Source: an optimization exercise on an open RTL-to-GDS flow (aim: small area). Production flows keep margins and buffers that such runs may drop. RTL that was checked went through simulation tests only; none was proved equivalent to the original. The clock input has no modelled driver; a real chip could not lean on it and would need a root buffer or a full tree. No activity file was given, so power comes from the tool's default toggle rates.

Design stopwatch, start of the top module:
module stopwatch(
    input  wire clk_100MHz,
    input  wire btn_reset,
    input  wire btn_pause,
    input  wire sw_adj,
    input  wire sw_sel,
    output reg  [6:0] seg,
    output reg  [3:0] an
);
  wire reset, pause, adjust, select;
  debounce db_reset (.clk(clk_100MHz), .btn_in(btn_reset), .btn_out(reset));
  debounce db_pause (.clk(clk_100MHz), .btn_in(btn_pause), .btn_out(pause));
  debounce db_adjust(.clk(clk_100MHz), .btn_in(sw_adj),    .btn_out(adjust));
  debounce db_select(.clk(clk_100MHz), .btn_in(sw_sel),    .btn_out(select));
  wire clk_2Hz, clk_1Hz, clk_fast, clk_blink, fast_tick;
  clock_divider clk_div_inst (
      .clk_100MHz(clk_100MHz),
      .reset(reset),
      .clk_2Hz(clk_2Hz),
      .clk_1Hz(clk_1Hz),
      .clk_fast(clk_fast),
      .clk_blink(clk_blink),
      .fast_tick(fast_tick)
  );
  reg minute_enable;
  wire sec_clk = (adjust &  select) ? clk_2Hz : clk_1Hz;
  wire min_clk = (adjust & ~select) ? clk_2Hz : minute_enable;
  reg sec_clk_q, min_clk_q;
  always @(posedge clk_100MHz) begin
      sec_clk_q <= sec_clk;
      min_clk_q <= min_clk;
  end
  wire sec_tick = sec_clk & ~sec_clk_q;
  wire min_tick = min_clk & ~min_clk_q;
  wire sec_pause = adjust ? ~select : pause;
  wire min_pause = adjust ?  select : pause;
  wire sec_en = sec_tick & ~sec_pause;
  wire min_en = min_tick & ~min_pause;
  reg [3:0] sec_ones, min_ones;
  reg [2:0] sec_tens, min_tens;
  wire sec_ones_wrap = (sec_ones == 4'd9);
  wire sec_tens_wrap = (sec_tens == 3'd5);
  wire min_ones_wrap = (min_ones == 4'd9);
  wire min_tens_wrap = (min_tens == 3'd5);
  always @(posedge clk_100MHz) begin
      if (reset) begin
          sec_ones <= 4'd0;
          sec_tens <= 3'd0;
          minute_enable <= 1'b0;
      end else begin
          if (sec_en) begin
              sec_ones <= sec_ones_wrap ? 4'd0 : sec_ones + 4'd1;
              if (sec_ones_wrap)
                  sec_tens <= sec_tens_wrap ? 3'd0 : sec_tens + 3'd1;
          end
          if (sec_tick)
              minute_enable <= sec_en & sec_ones_wrap & sec_tens_wrap;
      end
  end
  always @(posedge clk_100MHz) begin
      if (reset) begin
          min_ones <= 4'd0;
          min_tens <= 3'd0;
      end else if (min_en) begin
          min_ones <= min_ones_wrap ? 4'd0 : min_ones + 4'd1;
  ...
For scale: ~300 cells after synthesis, about 16 I/O pins, about 0.0024 mm2 of cells after synthesis.
clock: 10.0 ns
lec_check: 0
cap_margin: 20
core_margin: 2
core_utilization: 40
place_density: 0.6
slew_margin: 20
standard.sh (not shown) runs the stock make flow with config.mk's settings and CLKGATE_MAP_FILE= SYNTH_SCRIPT=/design/flow/synth_recipe.tcl, a recipe that flattens the netlist after the stock synthesis.
==> flow/flow/run.sh <==
#!/bin/bash
# Own layout flow: the standard synthesis, then an area-oriented re-mapping
# of the combinational logic (registers untouched), then the standard ORFS
# steps with small port buffers and a compact clock tree.
set -euo pipefail
W=$PWD
R=$W/orfs/results/sky130hd/stopwatch/base
LIB=$FLOW_HOME/platforms/sky130hd/lib/sky130_fd_sc_hd__tt_025C_1v80.lib

bash standard.sh synth > $W/log_1_synth_standard.log 2>&1

cp $R/1_2_yosys.v $W/1_2_yosys_standard.v
LIB=$LIB IN=$W/1_2_yosys_standard.v OUT=$W/1_2_yosys_reopt.v ABC_SCRIPT=$W/flow/area.abc \
  yosys -c $W/flow/reopt.tcl > $W/log_1_reopt_yosys.log 2>&1
cp $W/1_2_yosys_reopt.v $R/1_2_yosys.v
touch $R/1_2_yosys.v

CTS="-sink_clustering_enable -repair_clock_nets -dont_use_dummy_load"
CTS="$CTS -sink_clustering_size ${SW_CTS_SIZE:-30} -sink_clustering_max_diameter ${SW_CTS_DIAM:-60}"
CTS="$CTS -buf_list ${SW_CTS_BUF:-sky130_fd_sc_hd__clkbuf_8}"
bash standard.sh "CTS_ARGS=$CTS" \
  "BUFFER_PORTS_ARGS=-buffer_cell sky130_fd_sc_hd__buf_1" \
  finish > $W/log_2_finish.log 2>&1
==> flow/flow/area.abc <==
strash; balance; rewrite; refactor; balance; rewrite; rewrite -z; balance; refactor -z; rewrite -z; balance; dch -f; amap; topo
==> flow/flow/reopt.tcl <==
# Re-map the combinational logic of the standard synthesis netlist for area.
# The flip-flop cells (and so their names and types) are kept as they are.
yosys read_liberty -ignore_miss_func $::env(LIB)
yosys read_verilog $::env(IN)
yosys hierarchy -top stopwatch
foreach ff {dfxtp_1 dfxtp_2 dfxtp_4} {
  yosys setattr -mod -set keep_hierarchy 1 sky130_fd_sc_hd__$ff
}
yosys flatten
yosys delete t:\$scopeinfo
yosys opt_clean
yosys abc -liberty $::env(LIB) -script $::env(ABC_SCRIPT) \
  -dont_use *lpflow* -dont_use *probe* -dont_use sky130_fd_sc_hd__clkbuf_* \
  -dont_use *clkinv* -dont_use *dlygate* -dont_use *dlymetal* -dont_use *clkdly*
yosys opt_clean -purge
yosys hilomap -singleton -hicell sky130_fd_sc_hd__conb_1 HI -locell sky130_fd_sc_hd__conb_1 LO
yosys splitnets
yosys opt_clean -purge
yosys stat -liberty $::env(LIB)
yosys select stopwatch
yosys write_verilog -noattr -nohex -nodec -selected $::env(OUT)
The starting point ran to the end with no violations.
Change:
--- a/flow/flow/run.sh
+++ b/flow/flow/run.sh
@@ -16,8 +16,6 @@
 touch $R/1_2_yosys.v
 
-CTS="-sink_clustering_enable -repair_clock_nets -dont_use_dummy_load"
-CTS="$CTS -sink_clustering_size ${SW_CTS_SIZE:-30} -sink_clustering_max_diameter ${SW_CTS_DIAM:-60}"
-CTS="$CTS -buf_list ${SW_CTS_BUF:-sky130_fd_sc_hd__clkbuf_8}"
-bash standard.sh "CTS_ARGS=$CTS" \
+export SW_CLOCK_BUFFER=${SW_CLOCK_BUFFER:-sky130_fd_sc_hd__clkbuf_16}
+bash standard.sh "PRE_CTS_TCL=$W/flow/cts_hook.tcl" \
   "BUFFER_PORTS_ARGS=-buffer_cell sky130_fd_sc_hd__buf_1" \
   finish > $W/log_2_finish.log 2>&1
==> flow/flow/area.abc (replaced) <==
strash; &get -n; &deepsyn -T 30; &put; dch -f; amap; topo
==> flow/flow/cts_hook.tcl (new file) <==
# Clock distribution for a design this small: one clock buffer, placed at
# the centroid of the flip-flops, drives every flip-flop clock pin. This
# replaces TritonCTS's H-tree (which builds several levels of buffers).
rename clock_tree_synthesis tritoncts_clock_tree_synthesis
proc clock_tree_synthesis { args } {
  set block [ord::get_db_block]
  set sx 0
  set sy 0
  set n 0
  foreach inst [$block getInsts] {
    if { [[$inst getMaster] isSequential] } {
      set bbox [$inst getBBox]
      set sx [expr { $sx + ([$bbox xMin] + [$bbox xMax]) / 2 }]
      set sy [expr { $sy + ([$bbox yMin] + [$bbox yMax]) / 2 }]
      incr n
    }
  }
  set dbu [$block getDbUnitsPerMicron]
  set x [expr { double($sx) / $n / $dbu }]
  set y [expr { double($sy) / $n / $dbu }]
  puts "Clock buffer at ($x, $y) for $n flip-flops"
  insert_buffer -buffer_cell $::env(SW_CLOCK_BUFFER) -net clk_100MHz \
    -location [list $x $y] -buffer_name clkbuf_root -net_name clk_root
  [[$block findNet clk_root] setSigType CLOCK]
  [[$block findNet clk_100MHz] setSigType CLOCK]
  set_propagated_clock [all_clocks]
}
The new run ended with an error in 4_1_cts.
Area after synthesis went down by a few percent.
Synthesized cell count went down by a few percent.
No run of this note included a check of the RTL's function; only the layout flow was run.

Setup of the reference run:
Another version of the RTL of stopwatch (not shown whole).
For scale: about 270 cells after synthesis, about 2200 sq um of cells after synthesis.
export LEC_CHECK = 0
export CAP_MARGIN = 20
export CORE_MARGIN = 2
export CORE_UTILIZATION = 70
export PLACE_DENSITY = 0.85
export SLEW_MARGIN = 20
create_clock -name core_clock -period 10.0 [get_ports {clk_100MHz}]
==> flow/flow/run.sh <==
#!/bin/bash
# Own layout flow: the standard synthesis, then an area-oriented re-mapping
# of its combinational logic (the registers are kept as they are), then the
# standard ORFS steps with minimum-size port buffers and a clock tree of
# small clock buffers.
set -euo pipefail
W=$PWD
R=$W/orfs/results/sky130hd/stopwatch/base
LIB=$FLOW_HOME/platforms/sky130hd/lib/sky130_fd_sc_hd__tt_025C_1v80.lib

bash standard.sh synth > $W/log_1_synth_standard.log 2>&1
cp $R/1_2_yosys.v $W/1_2_yosys_standard.v

# Re-map with ABC: SAT-based AIG optimisation (&deepsyn) with several seeds,
# each mapped two ways; keep the smallest netlist.
mkdir -p $W/reopt
run_one() {
  local tag=$1 seed=$2 mapper=$3
  echo "strash; &get -n; &deepsyn -T 20 -S $seed; &put; $mapper; topo" > $W/reopt/$tag.abc
  LIB=$LIB IN=$W/1_2_yosys_standard.v OUT=$W/reopt/$tag.v ABC_SCRIPT=$W/reopt/$tag.abc \
    yosys -c $W/flow/reopt.tcl > $W/log_1_reopt_$tag.log 2>&1 || true
}
for seeds in "1 2" "3 4"; do
  for seed in $seeds; do
    run_one s${seed}_dchf $seed "dch -f; amap" &
    run_one s${seed}_dch $seed "dch; amap" &
  done
  wait
done
best=""
best_area=1e30
for log in $W/log_1_reopt_*.log; do
  tag=${log#$W/log_1_reopt_}
  tag=${tag%.log}
  area=$(grep "Chip area for top module" $log | tail -1 | awk '{print $NF}')
  [[ -n "$area" && -s $W/reopt/$tag.v ]] || continue
  echo "$tag $area" >> $W/reopt/areas.txt
  if awk -v a=$area -v b=$best_area 'BEGIN{exit !(a < b)}'; then
    best=$tag
    best_area=$area
  fi
done
echo "chosen: $best $best_area" >> $W/reopt/areas.txt
if [[ -n "$best" ]]; then
  cp $W/reopt/$best.v $R/1_2_yosys.v
  touch $R/1_2_yosys.v
fi

CTS="-sink_clustering_enable -repair_clock_nets -dont_use_dummy_load"
CTS="$CTS -buf_list sky130_fd_sc_hd__clkbuf_4"
bash standard.sh "CTS_ARGS=$CTS" \
  "BUFFER_PORTS_ARGS=-buffer_cell sky130_fd_sc_hd__buf_1" \
  finish > $W/log_2_finish.log 2>&1
Scripts as last shown in full above: flow/flow/reopt.tcl
The reference run went all the way through the flow, and no timing, DRC or antenna check failed.
Relative to the reference run, the following input files were edited for the trial run:
-- flow/config.mk --
<<< the reference run, line 10
export CORE_UTILIZATION = 70
export PLACE_DENSITY = 0.85
>>> the trial run, line 10
export CORE_UTILIZATION = 40
export PLACE_DENSITY = 0.6
Notes after the runs:
Placement-stage worst setup slack: the trial run worse than the reference run
Detailed-route via count of the trial run falls short of that of the reference run by a few percent.
The trial run and the reference run ended up with roughly the same portion of the clock cycle consumed by the worst path in the final layout.
The trial run has less setup slack than the reference run.
Any difference in combinational share of power between the reference run and the trial run is small enough to ignore.
Re post-cts repair resize count: no difference whatsoever between the reference run and the trial run.
Looking only at clock network power share, and setting everything else aside, the lower value of the reference run and the trial run goes to the trial run.
The fraction of area in non-clock buffers was comparable across the reference run and the trial run.
~same number of antenna violations at the first check in global routing in the reference run and the trial run
Diode insertion count for antenna repair came out exactly the same in the reference run and the trial run.
In the metrics for the reference run and the trial run, the one carrying the lower maximum operating frequency is the trial run.
No functional check of the RTL was part of any run of this note.

## oak
Another version of the RTL of stopwatch (not shown whole).
Size: ~260 cells after synthesis, ~2200 µm² of cells after synthesis.
clock: 10.0 ns
lec_check: 0
cap_margin: 20
core_margin: 2
core_utilization: 70
place_density: 0.85
slew_margin: 20
==> flow/flow/run.sh <==
#!/bin/bash
# Own layout flow: the standard synthesis, then an area-oriented re-mapping
# of its combinational logic (the registers are kept as they are), then the
# standard ORFS steps with minimum-size port buffers and a clock tree of
# small clock buffers.
set -euo pipefail
W=$PWD
R=$W/orfs/results/sky130hd/stopwatch/base
LIB=$FLOW_HOME/platforms/sky130hd/lib/sky130_fd_sc_hd__tt_025C_1v80.lib

bash standard.sh synth > $W/log_1_synth_standard.log 2>&1
cp $R/1_2_yosys.v $W/1_2_yosys_standard.v

# Re-map with ABC: SAT-based AIG optimisation (&deepsyn) with several seeds,
# each mapped two ways; keep the smallest netlist.
mkdir -p $W/reopt
run_one() {
  local tag=$1 seed=$2 mapper=$3
  echo "strash; &get -n; &deepsyn -T 20 -S $seed; &put; $mapper; topo" > $W/reopt/$tag.abc
  LIB=$LIB IN=$W/1_2_yosys_standard.v OUT=$W/reopt/$tag.v ABC_SCRIPT=$W/reopt/$tag.abc \
    yosys -c $W/flow/reopt.tcl > $W/log_1_reopt_$tag.log 2>&1 || true
}
for seeds in "1 2" "3 4"; do
  for seed in $seeds; do
    run_one s${seed}_dchf $seed "dch -f; amap" &
    run_one s${seed}_dch $seed "dch; amap" &
  done
  wait
done
best=""
best_area=1e30
for log in $W/log_1_reopt_*.log; do
  tag=${log#$W/log_1_reopt_}
  tag=${tag%.log}
  area=$(grep "Chip area for top module" $log | tail -1 | awk '{print $NF}')
  [[ -n "$area" && -s $W/reopt/$tag.v ]] || continue
  echo "$tag $area" >> $W/reopt/areas.txt
  if awk -v a=$area -v b=$best_area 'BEGIN{exit !(a < b)}'; then
    best=$tag
    best_area=$area
  fi
done
echo "chosen: $best $best_area" >> $W/reopt/areas.txt
if [[ -n "$best" ]]; then
  cp $W/reopt/$best.v $R/1_2_yosys.v
  touch $R/1_2_yosys.v
fi

# Clock tree: flip-flops split by position into 4 groups of equal size, one
# clock buffer per group, each driven by the clock port; each buffer is the
# smallest of SW_CLOCK_SIZES that keeps its flip-flops' clock slew under
# SW_CLOCK_SLEW_NS (see cts_hook.tcl).
export SW_CLOCK_GROUPS=4
export SW_CLOCK_BUFFER=sky130_fd_sc_hd__clkbuf_8
export SW_CLOCK_SIZES="sky130_fd_sc_hd__clkbuf_8 sky130_fd_sc_hd__clkbuf_16"
export SW_CLOCK_SLEW_NS=0.1
bash standard.sh "PRE_CTS_TCL=$W/flow/cts_hook.tcl" \
  "BUFFER_PORTS_ARGS=-buffer_cell sky130_fd_sc_hd__buf_1" \
  finish > $W/log_2_finish.log 2>&1
==> flow/flow/cts_hook.tcl <==
# Clock distribution for a design this small: the flip-flops are split into
# SW_CLOCK_GROUPS groups of equal size by position (balanced k-means), and
# each group gets one clock buffer, at the group's centroid, driven by the
# clock port. This replaces
# TritonCTS's H-tree, which builds several levels of buffers. With
# SW_CLOCK_ROOT set, one more buffer of that type drives the group buffers.
rename clock_tree_synthesis tritoncts_clock_tree_synthesis
proc clock_tree_synthesis { args } {
  set block [ord::get_db_block]
  set dbu [$block getDbUnitsPerMicron]
  set ffs {}
  foreach inst [$block getInsts] {
    if { [[$inst getMaster] isSequential] } {
      set bbox [$inst getBBox]
      lappend ffs [list [$inst getName] \
        [expr { ([$bbox xMin] + [$bbox xMax]) / 2.0 / $dbu }] \
        [expr { ([$bbox yMin] + [$bbox yMax]) / 2.0 / $dbu }]]
    }
  }
  set k $::env(SW_CLOCK_GROUPS)
  set ffs [lsort -real -index 1 $ffs]
  set n [llength $ffs]
  # Start from k groups of the flip-flops sorted by x.
  set centers {}
  for { set c 0 } { $c < $k } { incr c } {
    set f [lindex $ffs [expr { int(($c + 0.5) * $n / $k) }]]
    lappend centers [list [lindex $f 1] [lindex $f 2]]
  }
  for { set iter 0 } { $iter < 50 } { incr iter } {
    set groups {}
    for { set c 0 } { $c < $k } { incr c } { lappend groups {} }
    # Balanced assignment: nearest pairs first, at most ceil(n/k) per group.
    set cap [expr { ($n + $k - 1) / $k }]
    set pairs {}
    set i 0
    foreach f $ffs {
      for { set c 0 } { $c < $k } { incr c } {
        lassign [lindex $centers $c] cx cy
        lappend pairs [list [expr { abs([lindex $f 1] - $cx) + abs([lindex $f 2] - $cy) }] $i $c]
      }
      incr i
    }
    set placed {}
    set count {}
    for { set c 0 } { $c < $k } { incr c } { lappend count 0 }
    foreach p [lsort -real -index 0 $pairs] {
      lassign $p d i c
      if { [dict exists $placed $i] || [lindex $count $c] >= $cap } { continue }
      dict set placed $i $c
      lset count $c [expr { [lindex $count $c] + 1 }]
      lset groups $c [concat [lindex $groups $c] [list [lindex $ffs $i]]]
    }
    set centers {}
    foreach g $groups {
      set sx 0.0
      set sy 0.0
      foreach f $g { set sx [expr { $sx + [lindex $f 1] }]; set sy [expr { $sy + [lindex $f 2] }] }
      set m [expr { max(1, [llength $g]) }]
      lappend centers [list [expr { $sx / $m }] [expr { $sy / $m }]]
    }
  }
  set c 0
  foreach g $groups {
    if { [llength $g] == 0 } { continue }
    set pins {}
    foreach f $g { lappend pins [get_pins [lindex $f 0]/CLK] }
    lassign [lindex $centers $c] cx cy
    puts "Clock buffer $c at ($cx, $cy) for [llength $g] flip-flops"
    insert_buffer -buffer_cell $::env(SW_CLOCK_BUFFER) -net clk_100MHz \
      -load_pins $pins -location [list $cx $cy] \
      -buffer_name clkbuf_g$c -net_name clk_g$c
    incr c
  }
  # Size each group's buffer: the smallest of SW_CLOCK_SIZES whose worst
  # flip-flop clock-pin slew (placement parasitics) stays under
  # SW_CLOCK_SLEW_NS, else the largest.
  if { [info exists ::env(SW_CLOCK_SIZES)] } {
    set_propagated_clock [all_clocks]
    set sizes $::env(SW_CLOCK_SIZES)
    for { set i 0 } { $i < $c } { incr i } {
      set inst [lindex [get_cells clkbuf_g$i*] 0]
      foreach size $sizes {
        replace_cell $inst $size
        estimate_parasitics -placement
        set worst 0
        foreach f [lindex $groups $i] {
          set s [get_property [get_pins [lindex $f 0]/CLK] slew_max]
          if { $s > $worst } { set worst $s }
        }
        puts "Clock group $i: $size, worst slew $worst"
        if { $worst <= $::env(SW_CLOCK_SLEW_NS) } { break }
      }
    }
  }
  if { [info exists ::env(SW_CLOCK_ROOT)] && $::env(SW_CLOCK_ROOT) ne "" } {
    # One root buffer drives the group buffers, so the port drives one pin.
    set pins {}
    set sx 0.0
    set sy 0.0
    for { set i 0 } { $i < $c } { incr i } {
      lappend pins [get_pins clkbuf_g$i*/A]
      lassign [lindex $centers $i] cx cy
      set sx [expr { $sx + $cx }]
      set sy [expr { $sy + $cy }]
    }
    insert_buffer -buffer_cell $::env(SW_CLOCK_ROOT) -net clk_100MHz \
      -load_pins $pins -location [list [expr { $sx / $c }] [expr { $sy / $c }]] \
      -buffer_name clkbuf_root -net_name clk_root
  }
  set_propagated_clock [all_clocks]
}
Scripts as last shown in full above: flow/flow/reopt.tcl
Having completed the whole flow, oak delivered a layout that passed the timing, DRC and antenna checks.
Input-level comparison between pine and oak:
Settings: changing PLACE_DENSITY from 0.85 to 0.92; changing CORE_UTILIZATION from 70 to 85.
--- a/flow/flow/run.sh
+++ b/flow/flow/run.sh
@@ -14,3 +14,3 @@
 # Re-map with ABC: SAT-based AIG optimisation (&deepsyn) with several seeds,
-# each mapped two ways; keep the smallest netlist.
+# then choices and area mapping; keep the smallest netlist.
 mkdir -p $W/reopt
@@ -22,5 +22,4 @@
 }
-for seeds in "1 2" "3 4"; do
+for seeds in "1 2 3 4" "5 6 7 8" "9 10 11 12"; do
   for seed in $seeds; do
-    run_one s${seed}_dchf $seed "dch -f; amap" &
     run_one s${seed}_dch $seed "dch; amap" &
@@ -29,4 +28,8 @@
 done
-best=""
-best_area=1e30
+for seed in 1 2 3 4; do
+  run_one s${seed}_dchf $seed "dch -f; amap" &
+done
+wait
+# Take the smallest netlist that yosys proves equivalent to the standard one
+# (same registers, equivalent logic between them); else keep the standard.
 for log in $W/log_1_reopt_*.log; do
@@ -34,15 +37,19 @@
   tag=${tag%.log}
-  area=$(grep "Chip area for top module" $log | tail -1 | awk '{print $NF}')
-  [[ -n "$area" && -s $W/reopt/$tag.v ]] || continue
-  echo "$tag $area" >> $W/reopt/areas.txt
-  if awk -v a=$area -v b=$best_area 'BEGIN{exit !(a < b)}'; then
-    best=$tag
-    best_area=$area
+  area=$( (grep "Chip area for top module" $log || true) | tail -1 | awk '{print $NF}')
+  if [[ -n "$area" && -s $W/reopt/$tag.v ]]; then
+    echo "$tag $area" >> $W/reopt/areas.txt
   fi
 done
-echo "chosen: $best $best_area" >> $W/reopt/areas.txt
-if [[ -n "$best" ]]; then
-  cp $W/reopt/$best.v $R/1_2_yosys.v
-  touch $R/1_2_yosys.v
-fi
+touch $W/reopt/areas.txt
+chosen=standard
+for tag in $(sort -g -k2 $W/reopt/areas.txt | awk '{print $1}'); do
+  if LIB=$LIB GOLD=$W/1_2_yosys_standard.v GATE=$W/reopt/$tag.v \
+      yosys -c $W/flow/equiv.tcl > $W/log_1_equiv_$tag.log 2>&1; then
+    chosen=$tag
+    cp $W/reopt/$tag.v $R/1_2_yosys.v
+    touch $R/1_2_yosys.v
+    break
+  fi
+done
+echo "chosen: $chosen" >> $W/reopt/areas.txt
 
@@ -54,3 +61,3 @@
 export SW_CLOCK_BUFFER=sky130_fd_sc_hd__clkbuf_8
-export SW_CLOCK_SIZES="sky130_fd_sc_hd__clkbuf_8 sky130_fd_sc_hd__clkbuf_16"
+export SW_CLOCK_SIZES="sky130_fd_sc_hd__clkbuf_4 sky130_fd_sc_hd__clkbuf_8 sky130_fd_sc_hd__clkbuf_16"
 export SW_CLOCK_SLEW_NS=0.1
==> flow/flow/equiv.tcl (new file) <==
# Check that the re-mapped netlist ($::env(GATE)) does what the standard
# synthesis netlist ($::env(GOLD)) does: same registers (by name), and
# equivalent logic between them.
yosys read_liberty -ignore_miss_func $::env(LIB)
yosys read_verilog $::env(GOLD)
yosys rename stopwatch gold
yosys read_verilog $::env(GATE)
yosys rename stopwatch gate
yosys hierarchy -check
yosys flatten
yosys delete t:\$scopeinfo
yosys opt_clean
yosys equiv_make gold gate equiv
yosys hierarchy -top equiv
yosys equiv_simple -seq 1
yosys equiv_induct
yosys equiv_status -assert
Floorplan die height (lower): pine. Reported for oak and pine, synthesized cell count turned out identical to the last digit. The lower number of rows in the core area of oak and pine is in pine. Summary: with oak as the reference, die width in pine moved down by a little under 10%. Status | oak and pine | clean except pine. Comparing oak against pine, there is no change at all in cell area after technology mapping. pine against oak: initial core utilization increased 17 points; synthesized area per cell essentially unchanged; post-synthesis net count essentially unchanged.
In oak the design's own scripts or RTL, not TritonCTS, make the clock network.

-- re-timing with driven ports --
Ports are ideal in the flow. The routed layouts listed here were re-timed in OpenROAD. Step 1 (the two cells are an assumption about what drives the block):
set clk [get_ports {clk_100MHz}]
set_driving_cell -lib_cell sky130_fd_sc_hd__clkbuf_16 $clk
set_driving_cell -lib_cell sky130_fd_sc_hd__buf_2 [delete_from_list [all_inputs] $clk]
Step 2, shift: input delay + t, output delay - t, t = (earliest + latest rising clock arrival at the registers) / 2. This alone moves slack from input paths to output paths. Three values: ideal, step 1, step 2; two values: the first two.
| run | t, ns | setup WS [ns] | worst slew at a driven data input, ns | pins driven straight from the clock port |
|---|---|---|---|---|
| the first run of note 1 | 0.360 | 5.879 / 5.852 / 6.213 | 0.03 | 1 |
| the reference run | 0.411 | 5.907 / 5.883 / 6.294 | 0.03 | 1 |
| the trial run | 0.396 | 5.893 / 5.869 / 6.265 | 0.03 | 1 |
| oak | 0.195 | 5.990 / 5.942 / 6.137 | 0.03 | 4 |
After both steps setup and hold are still met in every run listed.
